What follows belongs to an exercise in optimizing a design on an open flow for small area and a short achievable clock period; a production flow would make more cautious choices. Where RTL was checked, it was by simulation tests only, not by an equivalence proof against the original. Power is estimated from default activity; no workload was simulated.

==> flow/design.v <==
module ALU(
    input  [13:0] instruction,
    input  wire [19:0] A, B,
    input  cin, clk, rst,
    output reg [19:0] result,
    output wire [19:0] SX_flags,
    output wire reset,
    output reg carry_out,
    output wire halfword,
    output reg inc
);
assign halfword = 1'b0;
assign reset    = 1'b0;
reg sx0, sx1, sx12;
assign SX_flags = {7'b0, sx12, 10'b0, sx1, sx0};
wire [13:0] I = instruction;
reg keep, e_sum, e_p, e_g, e_sh, e_ls, u0, u1;
always @* begin
    keep = 1'b0; e_sum = 1'b0; e_p = 1'b0; e_g = 1'b0; e_sh = 1'b0; e_ls = 1'b0;
    u0 = 1'b0; u1 = 1'b0;
    case (I)
    14'h1E2:          begin keep = 1'b1; u0 = 1'b1; end              
    14'h1F7, 14'h20C: begin keep = 1'b1; u1 = 1'b1; end              
    14'h221, 14'h236: begin keep = 1'b1; u0 = 1'b1; u1 = 1'b1; end   
    14'h000, 14'h015, 14'h029, 14'h03E, 14'h053, 14'h068,
    14'h24B, 14'h260, 14'h275, 14'h28A, 14'h29F, 14'h2B4,
    14'h2C9, 14'h2DE: keep = 1'b1;
    14'h092: begin keep = ~sx12; e_p = sx12; end            
    14'h07D: e_ls = 1'b1;                                    
    14'h0A7, 14'h0E6, 14'h1A3: e_p = 1'b1;                   
    14'h0D1: begin e_p = 1'b1; e_g = 1'b1; end               
    14'h0BC: e_g = 1'b1;                                     
    14'h0FB, 14'h110, 14'h125, 14'h13A: e_sh = 1'b1;         
    14'h164, 14'h179, 14'h18E, 14'h1B8, 14'h1CD: e_sum = 1'b1;
    default: ;
    endcase
end
wire d_trap = (I == 14'h000);
wire d_jmp  = (I == 14'h029);
wire d_cy   = (I == 14'h1A3) | (I == 14'h1CD);    
wire useB = (~I[0] & I[1] & I[2]) | (~I[1] & ~I[8]) | (I[7] & I[8]);
wire invX = (I[0] & I[2]) | (~I[2] & I[3]) | (~I[0] & ~I[2] & ~I[4]) | (I[9]);
wire c0 = (~I[0] & ~I[1]) | (~I[3]) | (I[0] & ~I[5] & ~cin);
wire xstat = (~I[0] & ~I[2] & ~I[8]);
wire addc = (~I[2] & ~I[4]);
wire left = (~I[0]);
wire rot = (I[5] & ~I[6]);
wire subc = (~I[1]);
wire c_eq = (I[6]);
wire c_get = (I[0]);
wire c_gt = (I[6]);
wire c_let = (~I[0] & I[1]);
wire [19:0] X = ({20{useB}} & B) ^ {20{invX}};
wire [19:0] p = A ^ X;
wire [19:0] g = A & X;
wire [20:0] pg0 = {g, c0};
wire [20:0] pp0 = {p, 1'b0};
wire [20:0] pg1, pp1, pg2, pp2, pg3, pp3, pg4, pp4, pg5, pp5;
genvar k;
generate for (k = 0; k < 21; k = k + 1) begin : g_pre
    if (k & 1)  begin assign pg1[k] = pg0[k] | pp0[k] & pg0[(k|0)-1];   assign pp1[k] = pp0[k] & pp0[(k|0)-1]; end
    else        begin assign pg1[k] = pg0[k]; assign pp1[k] = pp0[k]; end
    if (k & 2)  begin assign pg2[k] = pg1[k] | pp1[k] & pg1[(k|1)-2];   assign pp2[k] = pp1[k] & pp1[(k|1)-2]; end
    else        begin assign pg2[k] = pg1[k]; assign pp2[k] = pp1[k]; end
    if (k & 4)  begin assign pg3[k] = pg2[k] | pp2[k] & pg2[(k|3)-4];   assign pp3[k] = pp2[k] & pp2[(k|3)-4]; end
    else        begin assign pg3[k] = pg2[k]; assign pp3[k] = pp2[k]; end
    if (k & 8)  begin assign pg4[k] = pg3[k] | pp3[k] & pg3[(k|7)-8];   assign pp4[k] = pp3[k] & pp3[(k|7)-8]; end
    else        begin assign pg4[k] = pg3[k]; assign pp4[k] = pp3[k]; end
    if (k & 16) begin assign pg5[k] = pg4[k] | pp4[k] & pg4[(k|15)-16]; assign pp5[k] = pp4[k] & pp4[(k|15)-16]; end
    else        begin assign pg5[k] = pg4[k]; assign pp5[k] = pp4[k]; end
end endgenerate
wire [19:0] sum = p ^ pg5[19:0];    
wire ge = pg5[20];                  
wire eq = &p;                      
wire [4:0] s   = B[4:0];
wire sok = e_sh & (B[19:5] == 15'b0) & (s <= 5'd20);
wire gH  = sok & (rot | left);
wire gL  = sok & (rot | ~left);
wire [4:0] amt = left ? (5'd20 - s) : s;
wire [39:0] F0 = {A & {20{gH}}, A & {20{gL}}};
wire [34:0] F1 = amt[4] ? {16'b0, F0[39:16]} : F0[34:0];
wire [26:0] F2 = amt[3] ? F1[34:8] : F1[26:0];
wire [22:0] F3 = amt[2] ? F2[26:4] : F2[22:0];
wire [20:0] F4 = amt[1] ? F3[22:2] : F3[20:0];
wire [19:0] sh = amt[0] ? F4[20:1] : F4[19:0];
wire [19:0] pl = {p[19:13], p[12] ^ xstat, p[11:2], p[1] ^ (xstat & sx1), p[0] ^ (xstat & sx0) ^ (addc & cin)};
wire [19:0] ls = {7'b0, sx12, 10'b0, sx1, sx0};
wire [19:0] nres = ({20{keep}} & result) | ({20{e_sum}} & sum) | ({20{e_p}} & pl) |
                   ({20{e_g}} & g) | sh | ({20{e_ls}} & ls);
always @(posedge clk or posedge rst) begin
    if (rst) begin
        result    <= 20'b0;
        carry_out <= 1'b0;
        inc       <= 1'b0;
        sx0       <= 1'b0;
        sx1       <= 1'b0;
        sx12      <= 1'b0;
    end else begin
        result <= nres;
        if (d_cy)
            carry_out <= ((A[0] ^ subc) & B[0]) | ((A[0] ^ subc) & cin) | (B[0] & cin);
        if (d_jmp)
            inc <= 1'b1;
        if (d_trap)
            sx12 <= 1'b1;
        if (u0)          
            sx0 <= c_eq ? eq : c_get ? ge : (~ge | eq);
        if (u1)          
            sx1 <= c_gt ? (ge & ~eq) : c_let ? (~ge | eq) : ~ge;
    end
end
endmodule
export LEC_CHECK = 0
export CAP_MARGIN = 20
export CORE_MARGIN = 2
export CORE_UTILIZATION = 40
export SETUP_SLACK_MARGIN = 2.5
export SLEW_MARGIN = 20
export TNS_END_PERCENT = 20
create_clock -name core_clock -period 6.0 [get_ports {clk}]
standard.sh (not shown) runs the stock make flow with config.mk's settings and CLKGATE_MAP_FILE= SYNTH_SCRIPT=/design/flow/synth_recipe.tcl, a recipe that flattens the netlist after the stock synthesis.
==> flow/flow/run.sh <==
#!/bin/bash
# Layout: the standard flow (standard.sh) with
#  - its own synthesis script (flow/my_synth.tcl: same as synth_recipe.tcl, but
#    ABC maps with flow/abc.script, a delay-targeted mapping, and no full/half
#    adder cells are extracted),
#  - small port buffers (buf_1) instead of the default delay-cell buffers,
#    resized after global placement for the load each input port drives
#    (flow/post_gpl.tcl); every input and output port keeps its own buffer,
#  - one tie cell for the constant outputs.
set -uo pipefail
HERE=$(pwd)
bash standard.sh SYNTH_SCRIPT=$HERE/flow/my_synth.tcl ADDER_MAP_FILE= \
  "BUFFER_PORTS_ARGS=-buffer_cell sky130_fd_sc_hd__buf_1" \
  POST_GLOBAL_PLACE_TCL=$HERE/flow/post_gpl.tcl \
  SKIP_REPAIR_TIE_FANOUT=1 finish > flow_standard.log 2>&1
==> flow/flow/abc.script <==
strash
dch -f
map -D 1500 -B 0.5
topo
buffer -c
upsize -D 1500
dnsize -D 1500
==> flow/flow/my_synth.tcl <==
# The standard flow's synthesis script (synth_recipe.tcl), except that ABC maps with
# abc.script beside this file (delay-targeted mapping) instead of ORFS's
# speed script. Registers are mapped exactly as in the standard synthesis.
set ::my_flow_dir [file dirname [file normalize [info script]]]
proc synth {args} { yosys synth -nofsm -noshare {*}$args }
proc abc {args} {
  set out {}
  set skip 0
  foreach a $args {
    if {$skip} { set skip 0; continue }
    if {$a eq "-script" || $a eq "-D"} { set skip 1; continue }
    lappend out $a
  }
  lappend out -script [file join $::my_flow_dir abc.script]
  puts "abc with [file join $::my_flow_dir abc.script]"
  yosys abc {*}$out
}
source $::env(SCRIPTS_DIR)/synth.tcl
# left out here: clear keep_hierarchy, flatten, clean up, hide names made inside functions, write 1_2_yosys.v
==> flow/flow/post_gpl.tcl <==
# Size each input port's buffer for the load it drives (buffer_ports puts the
# same small buffer on every port). Every port keeps exactly one buffer.
foreach inst [get_cells input*] {
  set master [get_property $inst ref_name]
  if {![string match "sky130_fd_sc_hd__buf_*" $master]} continue
  set net [get_nets -of_objects [get_pins [get_full_name $inst]/X]]
  set fo [llength [get_pins -of_objects $net -filter "direction == input"]]
  if {$fo >= 10} {
    set cell sky130_fd_sc_hd__buf_4
  } elseif {$fo >= 5} {
    set cell sky130_fd_sc_hd__buf_2
  } else {
    continue
  }
  puts "port buffer [get_full_name $inst]: fanout $fo, $master -> $cell"
  replace_cell [get_full_name $inst] $cell
}
Next try:
--- a/flow/design.v
+++ b/flow/design.v
@@ -13,17 +13,14 @@
 assign reset    = 1'b0;
 reg sx0, sx1, sx12;
 assign SX_flags = {7'b0, sx12, 10'b0, sx1, sx0};
 wire [13:0] I = instruction;
-reg keep, e_sum, e_p, e_g, e_sh, e_ls, u0, u1;
+reg keep, e_sum, e_p, e_g, e_sh, e_ls;
 always @* begin
     keep = 1'b0; e_sum = 1'b0; e_p = 1'b0; e_g = 1'b0; e_sh = 1'b0; e_ls = 1'b0;
-    u0 = 1'b0; u1 = 1'b0;
     case (I)
-    14'h1E2:          begin keep = 1'b1; u0 = 1'b1; end              
-    14'h1F7, 14'h20C: begin keep = 1'b1; u1 = 1'b1; end              
-    14'h221, 14'h236: begin keep = 1'b1; u0 = 1'b1; u1 = 1'b1; end   
     14'h000, 14'h015, 14'h029, 14'h03E, 14'h053, 14'h068,
+    14'h1E2, 14'h1F7, 14'h20C, 14'h221, 14'h236,
     14'h24B, 14'h260, 14'h275, 14'h28A, 14'h29F, 14'h2B4,
     14'h2C9, 14'h2DE: keep = 1'b1;
     14'h092: begin keep = ~sx12; e_p = sx12; end            
     14'h07D: e_ls = 1'b1;                                    
@@ -36,8 +33,13 @@
     endcase
 end
 wire d_trap = (I == 14'h000);
 wire d_jmp  = (I == 14'h029);
+wire d_eq   = (I == 14'h1E2);
+wire d_gt   = (I == 14'h1F7);
+wire d_lt   = (I == 14'h20C);
+wire d_get  = (I == 14'h221);
+wire d_let  = (I == 14'h236);
 wire d_cy   = (I == 14'h1A3) | (I == 14'h1CD);    
 wire useB = (~I[0] & I[1] & I[2]) | (~I[1] & ~I[8]) | (I[7] & I[8]);
 wire invX = (I[0] & I[2]) | (~I[2] & I[3]) | (~I[0] & ~I[2] & ~I[4]) | (I[9]);
 wire c0 = (~I[0] & ~I[1]) | (~I[3]) | (I[0] & ~I[5] & ~cin);
@@ -45,12 +47,8 @@
 wire addc = (~I[2] & ~I[4]);
 wire left = (~I[0]);
 wire rot = (I[5] & ~I[6]);
 wire subc = (~I[1]);
-wire c_eq = (I[6]);
-wire c_get = (I[0]);
-wire c_gt = (I[6]);
-wire c_let = (~I[0] & I[1]);
 wire [19:0] X = ({20{useB}} & B) ^ {20{invX}};
 wire [19:0] p = A ^ X;
 wire [19:0] g = A & X;
 wire [20:0] pg0 = {g, c0};
@@ -102,11 +100,11 @@
         if (d_jmp)
             inc <= 1'b1;
         if (d_trap)
             sx12 <= 1'b1;
-        if (u0)          
-            sx0 <= c_eq ? eq : c_get ? ge : (~ge | eq);
-        if (u1)          
-            sx1 <= c_gt ? (ge & ~eq) : c_let ? (~ge | eq) : ~ge;
+        if (d_eq | d_get | d_let)
+            sx0 <= d_eq ? eq : d_get ? ge : (~ge | eq);
+        if (d_gt | d_lt | d_get | d_let)
+            sx1 <= d_gt ? (ge & ~eq) : d_let ? (~ge | eq) : ~ge;
     end
 end
 endmodule
Result: The changed run finished with timing, DRC and antenna clean; register-to-register slack gains 0.03 ns; via count increases by about 1%; cell count hardly moves; synthesized cell count decreases by 0.31%; critical path depth decreases by 3; worst hold slack loses 0.012 ns; setup slack loses 0.051 ns; die area decreases by 1.8%; wire length increases by about 4%; utilization hardly moves; total power is about the same.
For the first run of this note, only the layout was checked, not whether the RTL still works.

[what the ideal ports hide]
The flow's constraints put no driver on any port. The routed layouts listed below were extracted and timed again, unchanged, in two steps.
Step 1 (the two cells are an assumption about what drives the block):
set clk [get_ports {clk}]
set_driving_cell -lib_cell sky130_fd_sc_hd__clkbuf_16 $clk
set_driving_cell -lib_cell sky130_fd_sc_hd__buf_2 [delete_from_list [all_inputs] $clk]
Step 2 times the ports against the registers' clock, not the clock port: input delays grow and output delays shrink by t, the midpoint of the rising clock arrivals with the driver on.
Slacks: no drivers / after step 1 / after step 2; pairs: no drivers / after step 1.
| run | t (ns) | setup WS [ns] | worst register clock-pin slew, ns |
|---|---|---|---|
| the first run | 0.311 | 2.594 / 2.612 / 2.301 | 0.08 / 0.08 |
| the second run | 0.307 | 2.543 / 2.555 / 2.248 | 0.07 / 0.07 |
After both steps setup and hold are still met in every run listed. The setup slack of the second run, which loses most, moves by +0.012 ns with the drivers and by -0.295 ns with both steps.
